What follows belongs to an exercise in optimizing a design on an open flow for small area and a short achievable clock period; a production flow would make more cautious choices. RTL that was checked went through simulation tests only; none was proved equivalent to the original. Power figures rest on the tool's default switching activity, not on a simulated workload.

## xenon
// fp_addmul
module fp_addmul (
    input  wire        clk,
    input  wire        rst,
    input  wire        sub,
    input  wire [31:0] a,
    input  wire [31:0] b,
    output wire [31:0] add_result,
    output wire [31:0] mul_result
);
    wire       ok0, gt0, eq0, inv0, sa0, sm0;
    wire [7:0] em0;
    wire [4:0] tz0;
    wire [7:0] d0;
    wire [11:0] one0, two0;
    s0_ok    u_s0_ok   (.a(a[30:0]), .b(b[30:0]), .ok(ok0));
    s0_dif   u_s0_dif  (.a(a[30:0]), .b(b[30:0]), .sub(sub), .d(d0));
    s0_em    u_s0_em   (.a(a[30:0]), .b(b[30:0]), .em(em0));
    s0_cmp   u_s0_cmp  (.a(a[30:0]), .b(b[30:0]), .sub(sub), .gt(gt0), .eq(eq0));
    s0_misc  u_s0_misc (.a(a), .b(b), .sub(sub), .sa(sa0), .sm(sm0), .inv(inv0), .tz(tz0));
    s0_booth u_s0_booth (.f(b[22:0]), .one(one0), .two(two0));
    reg [22:0] a1, b1;
    reg [7:0]  ea1, em1;
    reg [7:0]  d1;
    reg        gt1, eq1, inv1, sa1, sm1;
    reg [4:0]  tz1;
    reg [11:0] one1, two1;
    reg        ok1;
    always @(posedge clk or posedge rst) begin
        if (rst)
            ok1 <= 1'b0;
        else
            ok1 <= ok0;
    end
    always @(posedge clk) begin
        a1 <= a[22:0]; b1 <= b[22:0]; ea1 <= a[30:23]; d1 <= d0; em1 <= em0;
        gt1 <= gt0; eq1 <= eq0; inv1 <= inv0; sa1 <= sa0; sm1 <= sm0; tz1 <= tz0;
        one1 <= one0; two1 <= two0;
    end
    wire [22:0] pa1;
    wire [23:0] qs1;
    wire        cin1;
    add_s1 u_add_s1 (.a1(a1), .b1(b1), .d1(d1), .gt1(gt1), .inv1(inv1), .tz1(tz1),
                     .pa(pa1), .qs(qs1), .cin(cin1));
    wire [137:0] rows1;
    mul_s1 u_mul_s1 (.a1(a1), .b1(b1), .bone(one1), .btwo(two1), .rows(rows1));
    reg [23:0] ma2, mb2;
    reg        c2;
    reg [7:0]  ea2;
    reg        sa2;
    reg        mz2, nz2;
    always @(posedge clk or posedge rst) begin
        if (rst) begin
  ...
==> flow/config.mk <==
export PLATFORM = sky130hd
export DESIGN_NAME = fp_addmul
export DESIGN_NICKNAME = fp_addmul
export VERILOG_FILES = /design/flow/design.v
export SDC_FILE = /design/flow/constraint.sdc
export NUM_CORES = 4
export LEC_CHECK = 0
export CAP_MARGIN = 20
export CORE_MARGIN = 2
export CORE_UTILIZATION = 62
export CTS_BUF_LIST = sky130_fd_sc_hd__clkbuf_16
export CTS_CLUSTER_DIAMETER = 80
export CTS_CLUSTER_SIZE = 30
export SETUP_SLACK_MARGIN = 5
export SLEW_MARGIN = 20
export SYNTH_HIERARCHICAL = 1
export SYNTH_MINIMUM_KEEP_SIZE = 0
==> flow/constraint.sdc <==
create_clock -name core_clock -period 10.0 [get_ports {clk}]
set_input_delay 2.0000 -clock core_clock [delete_from_list [all_inputs] [get_ports {clk}]]
set_output_delay 2.0000 -clock core_clock [all_outputs]
set_load 0.01 [all_outputs]
standard.sh (not shown) runs the stock make flow with config.mk's settings and CLKGATE_MAP_FILE= SYNTH_SCRIPT=/design/flow/synth_recipe.tcl, a recipe that flattens the netlist after the stock synthesis.
==> flow/flow/run.sh <==
#!/bin/bash
# Layout flow: the standard flow (standard.sh: the standard synthesis and
# ORFS layout steps, unchanged), except that
#  - the port buffers that ORFS's buffer_ports inserts are buf_2 cells instead
#    of its default choice, and
#  - clock tree synthesis adds no dummy loads.
set -euo pipefail
export BUFFER_PORTS_ARGS="-buffer_cell sky130_fd_sc_hd__buf_2"
export CTS_ARGS="-sink_clustering_enable -repair_clock_nets -buf_list sky130_fd_sc_hd__clkbuf_16 -sink_clustering_size 30 -sink_clustering_max_diameter 80 -dont_use_dummy_load"
bash standard.sh > standard_flow.log 2>&1
xenon: PASS, flow complete, no timing, DRC or antenna violations
The following lists how garnet was set up differently from xenon:
Settings: CORE_UTILIZATION: 62 -> 72; CTS_CLUSTER_SIZE: 30 -> unset; CTS_BUF_LIST: sky130_fd_sc_hd__clkbuf_16 -> sky130_fd_sc_hd__clkbuf_4; CTS_CLUSTER_DIAMETER: 80 -> unset.
==> flow/flow/run.sh <==
#!/bin/bash
# Layout flow: the standard flow (standard.sh: the standard synthesis and
# ORFS layout steps, unchanged), except that the port buffers that ORFS's
# buffer_ports inserts are buf_2 cells instead of its default choice.
set -euo pipefail
export BUFFER_PORTS_ARGS="-buffer_cell sky130_fd_sc_hd__buf_2"
bash standard.sh > standard_flow.log 2>&1
--- outcome ---
Taking xenon as the reference, in garnet area growth from synthesis to layout climbed 2.2 points; number of placed I/O pins stayed essentially flat; required time of the critical path grew by 0.30 ns; fraction of standard cell area that is sequential went down 0.66 points. xenon -> garnet: power increased by a few percent. | share of total power consumed by net switching | garnet vs xenon | 0.19 points lower |. Taking xenon as the reference, in garnet routed wire length went up, total clock buffers created by CTS increased 92.
## Diff of input files: raven against garnet
Settings: removing CTS_BUF_LIST (formerly sky130_fd_sc_hd__clkbuf_4); changing CORE_UTILIZATION from 72 to 55.
Between garnet and raven, the flow reports net count of the finished layout decreasing slightly.
Against garnet as the reference, raven delivers a higher standard cell area after detailed placement.
Of raven and garnet, the run reporting the lower x dimension of the die was garnet.
Compared to garnet, raven has register-to-register path setup slack 0.11 ns higher.
Going from garnet to raven, the growth of design area from synthesis to finish was found to have gone up by 1.5 points.
The higher core occupancy in the finished layout of raven and garnet is in garnet.
What garnet reported for internal cell power has to be multiplied by 1.06 to get the figure for raven.
In the final reports, the cell area of raven is larger than that of garnet.
> inputs changed (raven -> harbor)
Settings: CORE_UTILIZATION now 62, was 55; CTS_BUF_LIST now sky130_fd_sc_hd__clkbuf_8, previously not set.
==> flow/flow/run.sh <==
#!/bin/bash
# Layout flow: the standard flow (standard.sh: the standard synthesis and
# ORFS layout steps, unchanged), except that
#  - the port buffers that ORFS's buffer_ports inserts are buf_2 cells instead
#    of its default choice, and
#  - clock tree synthesis adds no dummy loads.
set -euo pipefail
export BUFFER_PORTS_ARGS="-buffer_cell sky130_fd_sc_hd__buf_2"
export CTS_ARGS="-sink_clustering_enable -repair_clock_nets -buf_list sky130_fd_sc_hd__clkbuf_8 -dont_use_dummy_load"
bash standard.sh > standard_flow.log 2>&1
### Flow results
- Every stage of the flow completed for raven, and the final layout passed the timing, design-rule and antenna checks.
- harbor completed; timing, DRC and antenna clean
- Between raven and harbor, the flow reports global-route wire length before repair decreasing slightly.
- Summary: final total power, harbor better than raven
- Worst hold slack: raven and harbor compared, higher one is harbor
For quartz, these inputs were changed with respect to harbor:
==> flow/flow/run.sh <==
#!/bin/bash
# Layout flow: the standard flow (standard.sh: the standard synthesis and
# ORFS layout steps, unchanged), except that the port buffers that ORFS's
# buffer_ports inserts are buf_2 cells instead of its default choice.
set -euo pipefail
export BUFFER_PORTS_ARGS="-buffer_cell sky130_fd_sc_hd__buf_2"
bash standard.sh > standard_flow.log 2>&1
Notes after the runs:
- quartz: full flow OK, the timing, design-rule and antenna checks passed
- Taking harbor as the reference, in quartz portion of the clock cycle consumed by the worst path in the final layout has decreased; shortest period the worst path allows has decreased.
- quartz against harbor: wire length of the first global-routing pass ~0 delta, part of the total power dissipated in combinational logic shows a reduction of 2.2 points, design area has increased, via density per instance has decreased.
- Between harbor and quartz, clock-buffer cell count increased.
- Post-layout total power: quartz vs harbor up about 4%
What amber does differently from quartz at the input level:
Settings: an added CTS_CLUSTER_DIAMETER of 50; an added CTS_CLUSTER_SIZE of 20.
==> flow/flow/run.sh <==
#!/bin/bash
# Layout flow: the standard flow (standard.sh: the standard synthesis and
# ORFS layout steps, unchanged), except that
#  - the port buffers that ORFS's buffer_ports inserts are buf_2 cells instead
#    of its default choice, and
#  - clock tree synthesis adds no dummy loads.
set -euo pipefail
export BUFFER_PORTS_ARGS="-buffer_cell sky130_fd_sc_hd__buf_2"
export CTS_ARGS="-sink_clustering_enable -repair_clock_nets -buf_list sky130_fd_sc_hd__clkbuf_8 -sink_clustering_size 20 -sink_clustering_max_diameter 50 -dont_use_dummy_load"
bash standard.sh > standard_flow.log 2>&1
[summary]
quartz finished end to end and its layout was clean on timing, DRC and antenna. In summary, amber completed successfully, with a layout that passed the timing, design-rule and antenna checks. | global-route wire length before repair | amber vs quartz | better |. amber vs. quartz: overall routing resource usage fell by 0.38 points; post-route clock period utilization went up by 0.50 points.


v6:
Another version of the RTL of fp_addmul (not shown whole).
Size: ~130 I/O pins, about 36000 µm² of cells after synthesis.
==> flow/config.mk <==
export PLATFORM = sky130hd
export DESIGN_NAME = fp_addmul
export DESIGN_NICKNAME = fp_addmul
export VERILOG_FILES = /design/flow/design.v
export SDC_FILE = /design/flow/constraint.sdc
export NUM_CORES = 4
export LEC_CHECK = 0
export CAP_MARGIN = 20
export CORE_MARGIN = 2
export CORE_UTILIZATION = 55
export SETUP_SLACK_MARGIN = 5
export SLEW_MARGIN = 20
export SYNTH_HIERARCHICAL = 1
export SYNTH_MINIMUM_KEEP_SIZE = 0
==> flow/constraint.sdc <==
create_clock -name core_clock -period 10.0 [get_ports {clk}]
set_input_delay 2.0000 -clock core_clock [delete_from_list [all_inputs] [get_ports {clk}]]
set_output_delay 2.0000 -clock core_clock [all_outputs]
set_load 0.01 [all_outputs]
run.sh (not shown) runs the stock make flow with config.mk's settings and CLKGATE_MAP_FILE= SYNTH_SCRIPT=/design/flow/synth_recipe.tcl, a recipe that flattens the netlist after the stock synthesis.
Stock flow here: none of the scripts above is used.
v6 went all the way through the flow, and no timing, DRC or antenna check failed.
Edits applied to the flow inputs when going from v6 to v7:
==> flow/flow/run.sh (new file) <==
#!/bin/bash
# Layout flow: the standard flow (standard.sh: the standard synthesis and
# ORFS layout steps, unchanged), except that the port buffers that ORFS's
# buffer_ports inserts are buf_2 cells instead of its default choice.
set -euo pipefail
export BUFFER_PORTS_ARGS="-buffer_cell sky130_fd_sc_hd__buf_2"
bash standard.sh > standard_flow.log 2>&1
==> flow/standard.sh (new file) <==
#!/bin/bash
# synth_recipe.tcl (not shown) runs the flow's synth.tcl, then flattens the netlist and writes it again
# the make line also repeats each setting of config.mk as NAME=value (left out here)
make -C /OpenROAD-flow-scripts/flow DESIGN_CONFIG=/design/flow/config.mk WORK_HOME=/design/flow/orfs CLKGATE_MAP_FILE= SYNTH_SCRIPT=/design/flow/synth_recipe.tcl "${@:-finish}"
removed: flow/run.sh
Notes after the runs:
- On largest incremental delay on the critical path, v6 and v7 are neck and neck.
- Looking at design internal power, v7 sits about 0.6% below v6.
- Between v7 and v6, the number of cells in the finished layout apart from fillers figures differ only marginally.
- v6 was larger in final cell area than v7.
- v7 ends up with a clock network area share that is 0.35 points higher than in v6.
- Number of sequential storage elements: v7 vs v6 identical
- Of v6 and v7, the run reporting the higher arrival time at the worst endpoint was v6.
- On leakage component of the power, v7 tracks v6 almost exactly.
No functional check of the RTL was part of any run of this note.

-- what the ideal ports hide --
Ports are ideal in the flow. The routed layouts listed here were re-timed in OpenROAD. Step 1 assumes that a clkbuf_16 drives the clock port and a buf_2 every other input. Step 2 moves the port delays by t, midway between the first and last clock arrival at a register: inputs arrive t later, outputs are due t later. That takes back most of the time a late clock gives input paths. Slacks: ideal ports / drivers / drivers and shift; pairs: ideal ports / drivers.
| run | t, ns | setup WS [ns] | worst data-port slew with drivers (ns) | cell pins on the clock port's net |
|---|---|---|---|---|
| xenon | 0.645 | 6.162 / 6.180 / 5.535 | 0.06 | 1 |
| garnet | 0.978 | 6.047 / 6.047 / 5.460 | 0.05 | 1 |
| raven | 0.690 | 6.157 / 6.157 / 5.552 | 0.06 | 1 |
| harbor | 0.699 | 6.211 / 6.211 / 5.535 | 0.05 | 1 |
| quartz | 0.743 | 6.240 / 6.254 / 5.511 | 0.06 | 1 |
| amber | 0.718 | 6.189 / 6.208 / 5.491 | 0.06 | 1 |
| v6 | 0.655 | 5.130 / 5.177 / 4.522 | 0.07 | 1 |
| v7 | 0.665 | 5.162 / 5.203 / 4.538 | 0.07 | 1 |
After both steps every run listed still meets setup and hold. The setup slack of quartz, which loses most, moves by +0.014 ns with the drivers and by -0.729 ns with both steps.
